This design comes from an exercise in tuning for small area and a short achievable clock period on the open sky130 flow, not from production work.
Function was checked by simulation only, so behaviour that the tests miss may differ from the original.

==> design/flow/design.v <==
	module median_filter
	#(
		 parameter WINDOW_SIZE = 3,  
		 parameter IMAGE_WIDTH = 8,  
		 parameter IMAGE_HEIGHT = 8,  
		 parameter PIXEL_WIDTH = 8   
	)
	(
		 input  clk,          
		 input  rst_n,        
		 input  data_valid,   
		 input  [PIXEL_WIDTH-1:0] data_in,  
		 output reg data_valid_out, 
		 output reg [PIXEL_WIDTH-1:0] data_out  
	);
	localparam WINDOW_AREA = WINDOW_SIZE * WINDOW_SIZE;  
	reg [PIXEL_WIDTH-1:0] line_buffers [0:WINDOW_SIZE-1][0:IMAGE_WIDTH-1];
	reg [3:0] col_count;
	reg [3:0] row_count;
	reg [PIXEL_WIDTH-1:0] window_buffer [0:WINDOW_AREA-1];
	reg stage1_valid;
	wire window_valid;
	reg [PIXEL_WIDTH-1:0] stage1_values [0:WINDOW_AREA-1];
	reg [PIXEL_WIDTH-1:0] sorted [0:WINDOW_AREA-1];
	reg [PIXEL_WIDTH-1:0] temp;
	reg [PIXEL_WIDTH-1:0] sort_result;
	reg sort_valid;
	reg [PIXEL_WIDTH-1:0] median_value;
	reg median_valid;
	integer i, j, k;
	always @(posedge clk or negedge rst_n) begin
		if (!rst_n) begin
			for (i = 0; i < WINDOW_SIZE; i = i + 1)
				for (j = 0; j < IMAGE_WIDTH; j = j + 1)
					 line_buffers[i][j] <= 8'b0;
			col_count <= 4'b0;
			row_count <= 4'b0;
		end
		else if (data_valid) begin
			if (col_count == IMAGE_WIDTH) begin
				for (i = WINDOW_SIZE - 1; i > 0; i = i - 1) begin
					 for (j = 0; j < IMAGE_WIDTH; j = j + 1) begin
						  line_buffers[i][j] <= line_buffers[i - 1][j];
					 end
				end
				for (j = 0; j < IMAGE_WIDTH; j = j + 1) begin
					 line_buffers[0][j] <= 8'b0;
				end
				line_buffers[0][0] <= data_in;
				col_count <= 1; 
				if (row_count == IMAGE_HEIGHT - 1)
					 row_count <= 4'b0;
				else
					 row_count <= row_count + 1;
			end
			else begin
				line_buffers[0][col_count] <= data_in;
				col_count <= col_count + 1;
			end
		end
	end
	assign window_valid = (row_count >= WINDOW_SIZE-1) && 
								 (col_count >= WINDOW_SIZE-1) && 
								 (col_count < IMAGE_WIDTH) &&
								 (row_count < IMAGE_HEIGHT);
	always @(posedge clk or negedge rst_n) begin
		if (!rst_n) begin
			for (i = 0; i < WINDOW_AREA; i = i + 1)
				window_buffer[i] <= 8'b0;
				stage1_valid <= 1'b0;
		end
		else if (data_valid && window_valid) begin
			k = 0;
			for (i = 0; i < WINDOW_SIZE; i = i + 1) begin
				for (j = 0; j < WINDOW_SIZE; j = j + 1) begin
					if (col_count >= j && col_count < IMAGE_WIDTH) begin
					  window_buffer[k] <= line_buffers[i][col_count - j];
					end
					k = k + 1; 
				end
			end
		  stage1_valid <= window_valid;
		end
		else begin
		  stage1_valid <= 1'b0;
		end
	end
	always @(posedge clk or negedge rst_n) begin
		if (!rst_n) begin
			for (i = 0; i < WINDOW_AREA; i = i + 1)
				stage1_values[i] <= 8'b0;
		end
		else if (stage1_valid) begin
			for (i = 0; i < WINDOW_AREA; i = i + 1)
				stage1_values[i] <= window_buffer[i];
		end
	end
	always @(*) begin
		for (i = 0; i < WINDOW_AREA; i = i + 1) begin
			 sorted[i] = stage1_values[i]; 
		end
		for (i = 0; i < WINDOW_AREA - 1; i = i + 1) begin
			for (j = 0; j < WINDOW_AREA - 1 - i; j = j + 1) begin
				if (sorted[j] > sorted[j + 1]) begin
					temp = sorted[j];   
					sorted[j] = sorted[j + 1];
					sorted[j + 1] = temp;
				end
			end
		end
		sort_result = sorted[WINDOW_AREA >> 1];
		sort_valid = stage1_valid;
	end
	always @(posedge clk or negedge rst_n) begin
		if (!rst_n) begin
		  median_value <= 8'b0;
		  median_valid <= 1'b0;
		end
		else begin
		  median_value <= sort_result;
		  median_valid <= sort_valid;
		end
	end
	always @(posedge clk or negedge rst_n) begin
		if (!rst_n) begin
			data_out <= 8'b0;
			data_valid_out <= 1'b0;
		end
		else begin
			data_valid_out <= median_valid;
			data_out <= median_value;
		end
	end
	endmodule
module zero_edge_handler
#(
    parameter WINDOW_SIZE = 3,      
    parameter IMAGE_WIDTH = 8,      
    parameter IMAGE_HEIGHT = 8,     
    parameter PIXEL_WIDTH = 8       
)
(
    input wire clk,                 
    input wire rst_n,               
    input wire filtered_valid,      
    input wire [PIXEL_WIDTH-1:0] filtered_data,  
    output reg data_valid_out,      
    output reg [PIXEL_WIDTH-1:0] data_out,       
    output reg frame_complete       
);
    localparam MARGIN = (WINDOW_SIZE - 1) / 2;
    localparam FILTERED_WIDTH = IMAGE_WIDTH - 2*MARGIN;
    localparam FILTERED_HEIGHT = IMAGE_HEIGHT - 2*MARGIN;
    reg [3:0] out_row, out_col;
    reg [7:0] filtered_count;
    reg [PIXEL_WIDTH-1:0] filtered_buffer [0:FILTERED_WIDTH*FILTERED_HEIGHT];
    localparam COLLECTING = 2'b00;
    localparam OUTPUTTING = 2'b01;
    localparam COMPLETED = 2'b10;
    reg [1:0] state;
    always @(posedge clk or negedge rst_n) begin
        if (!rst_n) begin
            filtered_count <= 0;
            out_row <= 0;
            out_col <= 0;
            data_valid_out <= 0;
            data_out <= 0;
            frame_complete <= 0;
            state <= COLLECTING;
        end
        else begin
            case (state)
                COLLECTING: begin
                    if (filtered_valid) begin
                        filtered_buffer[filtered_count] <= filtered_data;
                        filtered_count <= filtered_count + 1;
                        if (filtered_count == FILTERED_WIDTH*FILTERED_HEIGHT) begin
                            filtered_count <= 0;
                            state <= OUTPUTTING;
                        end
                    end
                end
                OUTPUTTING: begin
                    data_valid_out <= 1;
                    if (out_row < MARGIN || out_row >= IMAGE_HEIGHT-MARGIN || 
                        out_col < MARGIN || out_col >= IMAGE_WIDTH-MARGIN) begin
                        data_out <= {PIXEL_WIDTH{1'b0}};  
                    end
                    else begin
                        data_out <= filtered_buffer[(out_row-MARGIN)*FILTERED_WIDTH + (out_col-(MARGIN-1))];
                    end
                    if (out_col == IMAGE_WIDTH-1) begin
                        out_col <= 0;
                        if (out_row == IMAGE_HEIGHT-1) begin
                            out_row <= 0;
                            state <= COMPLETED;
                        end
                        else begin
                            out_row <= out_row + 1;
                        end
                    end
                    else begin
                        out_col <= out_col + 1;
                    end
                end
                COMPLETED: begin
                    data_valid_out <= 0;
                    frame_complete <= 1;
                    state <= COLLECTING;
                end
            endcase
        end
    end
endmodule
module median_filter_system
#(
    parameter WINDOW_SIZE = 3,
    parameter IMAGE_WIDTH = 8,
    parameter IMAGE_HEIGHT = 8,
    parameter PIXEL_WIDTH = 8
)
(
    input wire clk,
    input wire rst_n,
    input wire data_valid,
    input wire [PIXEL_WIDTH-1:0] data_in,
    output wire data_valid_out,
    output wire [PIXEL_WIDTH-1:0] data_out,
    output wire frame_complete
);
    wire filtered_valid;
    wire [PIXEL_WIDTH-1:0] filtered_data;
    median_filter #(
        .WINDOW_SIZE(WINDOW_SIZE),
        .IMAGE_WIDTH(IMAGE_WIDTH),
        .IMAGE_HEIGHT(IMAGE_HEIGHT),
        .PIXEL_WIDTH(PIXEL_WIDTH)
    ) median_filter_inst (
        .clk(clk),
        .rst_n(rst_n),
        .data_valid(data_valid),
        .data_in(data_in),
        .data_valid_out(filtered_valid),
        .data_out(filtered_data)
    );
    zero_edge_handler #(
        .WINDOW_SIZE(WINDOW_SIZE),
        .IMAGE_WIDTH(IMAGE_WIDTH),
        .IMAGE_HEIGHT(IMAGE_HEIGHT),
        .PIXEL_WIDTH(PIXEL_WIDTH)
    ) edge_handler_inst (
        .clk(clk),
        .rst_n(rst_n),
        .filtered_valid(filtered_valid),
        .filtered_data(filtered_data),
        .data_valid_out(data_valid_out),
        .data_out(data_out),
        .frame_complete(frame_complete)
    );
endmodule
==> design/flow/run.sh <==
#!/bin/bash
# synth_recipe.tcl (not shown) runs the flow's synth.tcl, then flattens the netlist and writes it again
# the make line also repeats each setting of config.mk as NAME=value (left out here)
make -C /OpenROAD-flow-scripts/flow DESIGN_CONFIG=/design/flow/config.mk WORK_HOME=/design/flow/orfs CLKGATE_MAP_FILE= SYNTH_SCRIPT=/design/flow/synth_recipe.tcl finish
==> design/flow/config.mk <==
export PLATFORM = sky130hd
export DESIGN_NAME = median_filter_system
export DESIGN_NICKNAME = median_filter_system
export VERILOG_FILES = /design/flow/design.v
export SDC_FILE = /design/flow/constraint.sdc
export NUM_CORES = 4
export LEC_CHECK = 0
export CAP_MARGIN = 20
export CORE_MARGIN = 2
export CORE_UTILIZATION = 40
export SLEW_MARGIN = 20
==> design/flow/constraint.sdc <==
create_clock -name core_clock -period 24.0 [get_ports {clk}]
set_input_delay 4.8000 -clock core_clock [delete_from_list [all_inputs] [get_ports {clk}]]
set_output_delay 4.8000 -clock core_clock [all_outputs]
set_load 0.01 [all_outputs]
==> impl_metrics.ini <==
[detailed_routing]
first_pass_iters = 15
drc = 0
num_vias = 43158
totalWireLength_um = 196000
drtIter0Drc = 7116
wire_per_inst_um = 31.1
via_per_inst = 6.86
ant_nets = 0

[critical_path]
crit_start = median_filter_inst.stage1_values[1][1]
slowest_delay_ns = 0.52
r2r_slack_ns = 1.39
arrival_ns = 23.20
worstSetupPathType = reg2reg
rr_worst_depth = 119
worstPathMaxFanout = 29
worst_path_max_delay_cell = a2111oi_2
start_kind = flop
cp.required_ns = 24.60
reg2reg_from = median_filter_inst.stage1_values[1][1]
path_common_cell = ha_1
reg2reg_to = median_filter_inst.median_value[3]
setup.worst_path.end_class = flop

[floorplan]
rows = 124
core_um2 = 114000
die_h_um = 344
dieArea_um2 = 118000
initial_utilization_pct = 40.3
chipWidth_um = 344
boundaryPins = 21

[placement]
dp_hpwl_um = 123000
io_buffers = 20
gp_congestion = 1.00

[timing]
worst_pin_slew_ns = 1.45
finalClockSkew_ns = 0.0329
post-route-min-period_ns = 22.61
fmax_ghz = 0.0442
hold_ws_ns = 0.334
slew_viol_final = 0
setup_viol = 0
period_share_pct = 94.2
finalHoldViolCount = 0
relSlewSlack_pct = 3.41

[cts]
cts_root_buf = clkbuf_16
clk_pin_slew_worst_paths_ns = 0.08
cts.sink_count = 687
postCtsHoldBufs = 0
cts_tree = yes
cts_buffers = 77
htreeDepth = 3
clock_path_buffers = 3
clkLatencyLatePin_ns = 0.69

[final_layout]
layout_common_cells = nand2_1 (428), dfrtp_1 (389), o21ai_0 (304)
layout_commonest_cell = nand2_1
nNetsFinal = 4958
layout-drive-gt1-share_pct = 13.2
area_growth_pct = 11.0

[synthesis]
synth.distinct_cells = 112
synth_top_area_share_pct = 21.2
ys_seq_elements = 687
yosysSeqAreaShare_pct = 40.5
syn-num-nets = 5129
syn_area_per_cell_um2 = 9.45
synth.top_cells.by_area = dfrtp_1 (21%), edfxtp_1 (19%), ha_1 (6.4%)
synth_area_leader_cell = dfrtp_1
synth_ff_type = dfrtp_1
ys_warn_count = 7
synth-edff-count = 296
synth-async-reset-ratio_pct = 56.9
synthCells = 4881
syn_area_um2 = 46100

[global_route]
grt_overflow = 0
grt_pass1_wl_um = 286000
grtUsageTotal_pct = 32.6
grt_pass1_vias = 41009
antenna_found_initial = 14
grt_max_degree = 168

[hold_path]
min_path_type = reg2reg
min_path_cells = 0
min_from = median_filter_inst.median_value[5]
min_to = median_filter_inst.data_out[5]

[outcome]
outcome = finished clean

[job]
drv_cap = 0
[routing by layer]
layer / track usage (%) / vias up / wire [um]
li1: - / 18358 / -
met3: 12.8 / 1074 / 23800
met5: 0.801 / - / 200
met1: 41.5 / 20776 / 76400
met2: 47.1 / 2930 / 80700
met4: 17.9 / 20 / 14500
[synth_stat cells, types with 59 or more instances]
cell type / number
edfxtp_1: 296
nor3_1: 60
inv_1: 236
nand4_1: 136
mux2i_1: 146
a221oi_1: 203
clkbuf_1: 374
dfrtp_1: 391
a22o_1: 249
and2_1: 65
nand3_1: 108
a21oi_1: 234
nor2_1: 237
a21o_1: 59
mux2_2: 160
buf_1: 68
a22oi_1: 296
ha_1: 235
nand2_1: 431
o21ai_0: 332
[sequential cells by signal, indices dropped and copies added (netlist names)]
register and count:
edge_handler_inst.out_col 4, median_filter_inst.line_buffers 192, edge_handler_inst.state 2, median_filter_inst.median_valid 1, edge_handler_inst.filtered_count 8, edge_handler_inst.data_out 8
edge_handler_inst.data_valid_out 1, median_filter_inst.stage1_values 72, median_filter_inst.data_valid_out 1, median_filter_inst.stage1_valid 1, edge_handler_inst.frame_complete 1, median_filter_inst.median_value 8
median_filter_inst.col_count 4, median_filter_inst.data_out 8, median_filter_inst.window_buffer 72, edge_handler_inst.filtered_buffer 296, median_filter_inst.row_count 4, edge_handler_inst.out_row 4
[critical path, delay by kind of cell (launching register included)]
family,cells,cell delay (ns)
multiplexers,10,2.84
buffers and inverters,18,2.24
AND/OR/NAND/NOR,26,3.45
adder cells (fa/ha/maj),12,3.38
flip-flops,1,0.34
AO/OA/AOI/OAI,53,10.24
[metrics by stage]
stage / worst slack (ns) / area, um^2 / cells / utilization (%) / TNS (ns)
floorplan: 0.408 / 46100 / 4881 / - / 0
global placement: -0.0338 / 47800 / 6109 / 41.8 / -0.119
detailed placement: -0.278 / 47800 / 6110 / 41.8 / -1.60
CTS: 0.0658 / 50600 / 6258 / 44.2 / 0
global route: -0.188 / 51200 / 6288 / 44.8 / -0.904
finish: 1.39 / 51200 / 6290 / 44.8 / 0
[cell families after synthesis]
| kind of cell | synth area share [%] |
|---|---|
| simple gates | 12.4 |
| compound gates | 26.9 |
| fa+ha+maj | 6.60 |
| mux | 7.24 |
| flops | 40.5 |
| xor+xnor | 0.627 |
| buf+inv | 5.72 |
[worst max path at each step]
stage / end / slack, ns
floorplan: median_filter_inst.median_value[5] / 0.41
global placement: median_filter_inst.median_value[0] / -0.03
detailed placement: median_filter_inst.median_value[3] / -0.28
CTS: median_filter_inst.median_value[3] / 0.07
global route: median_filter_inst.median_value[0] / -0.19
finish: median_filter_inst.median_value[3] / 1.39
[what timing repair did]
| action | 4_1_cts | 5_1_grt |
|---|---|---|
| endpoints found under the hold margin | 0 | 0 |
| endpoints found under the setup margin | 7 | 8 |
| gates cloned | 1 | 4 |
| resized for setup | 4 | 108 |
| pin swaps | 2 | 10 |
| buffers inserted | 3 | 22 |
[final cells by class]
| cell class | instances | area [um^2] |
|---|---|---|
| fillers | 10784 | 63100 |
| multi-input cells | 3507 | 25400 |
| flip-flops and latches | 687 | 18700 |
| clock buffers | 107 | 2090 |
| well taps | 1512 | 1890 |
| repair buffers | 197 | 1600 |
| inverters | 239 | 901 |
| clock inverters | 37 | 581 |
| repair inverters | 1 | 7.51 |
| diodes | 3 | 7.51 |

==> static timing again, ports no longer ideal <==
The results above use ideal ports. As a check the final layout listed here was re-extracted and re-timed, cells and wires unchanged. Step 1 (the two cells are an assumption about what drives the block):
set clk [get_ports {clk}]
set_driving_cell -lib_cell sky130_fd_sc_hd__clkbuf_16 $clk
set_driving_cell -lib_cell sky130_fd_sc_hd__buf_2 [delete_from_list [all_inputs] $clk]
Step 2 times the ports against the registers' clock, not the clock port: input delays grow and output delays shrink by t, the midpoint of the rising clock arrivals with the driver on. a / b / c = ideal / step 1 / step 2; a / b = the first two.
t (ns): 0.752
setup slack, ns: 1.394 / 1.394 / 1.394
worst data-port slew with drivers (ns): 0.06
pins driven straight from the clock port: 1
After both steps setup and hold are still met in this run. The setup slack of this run moves by 0.000 ns with the drivers and by 0.000 ns with both steps.
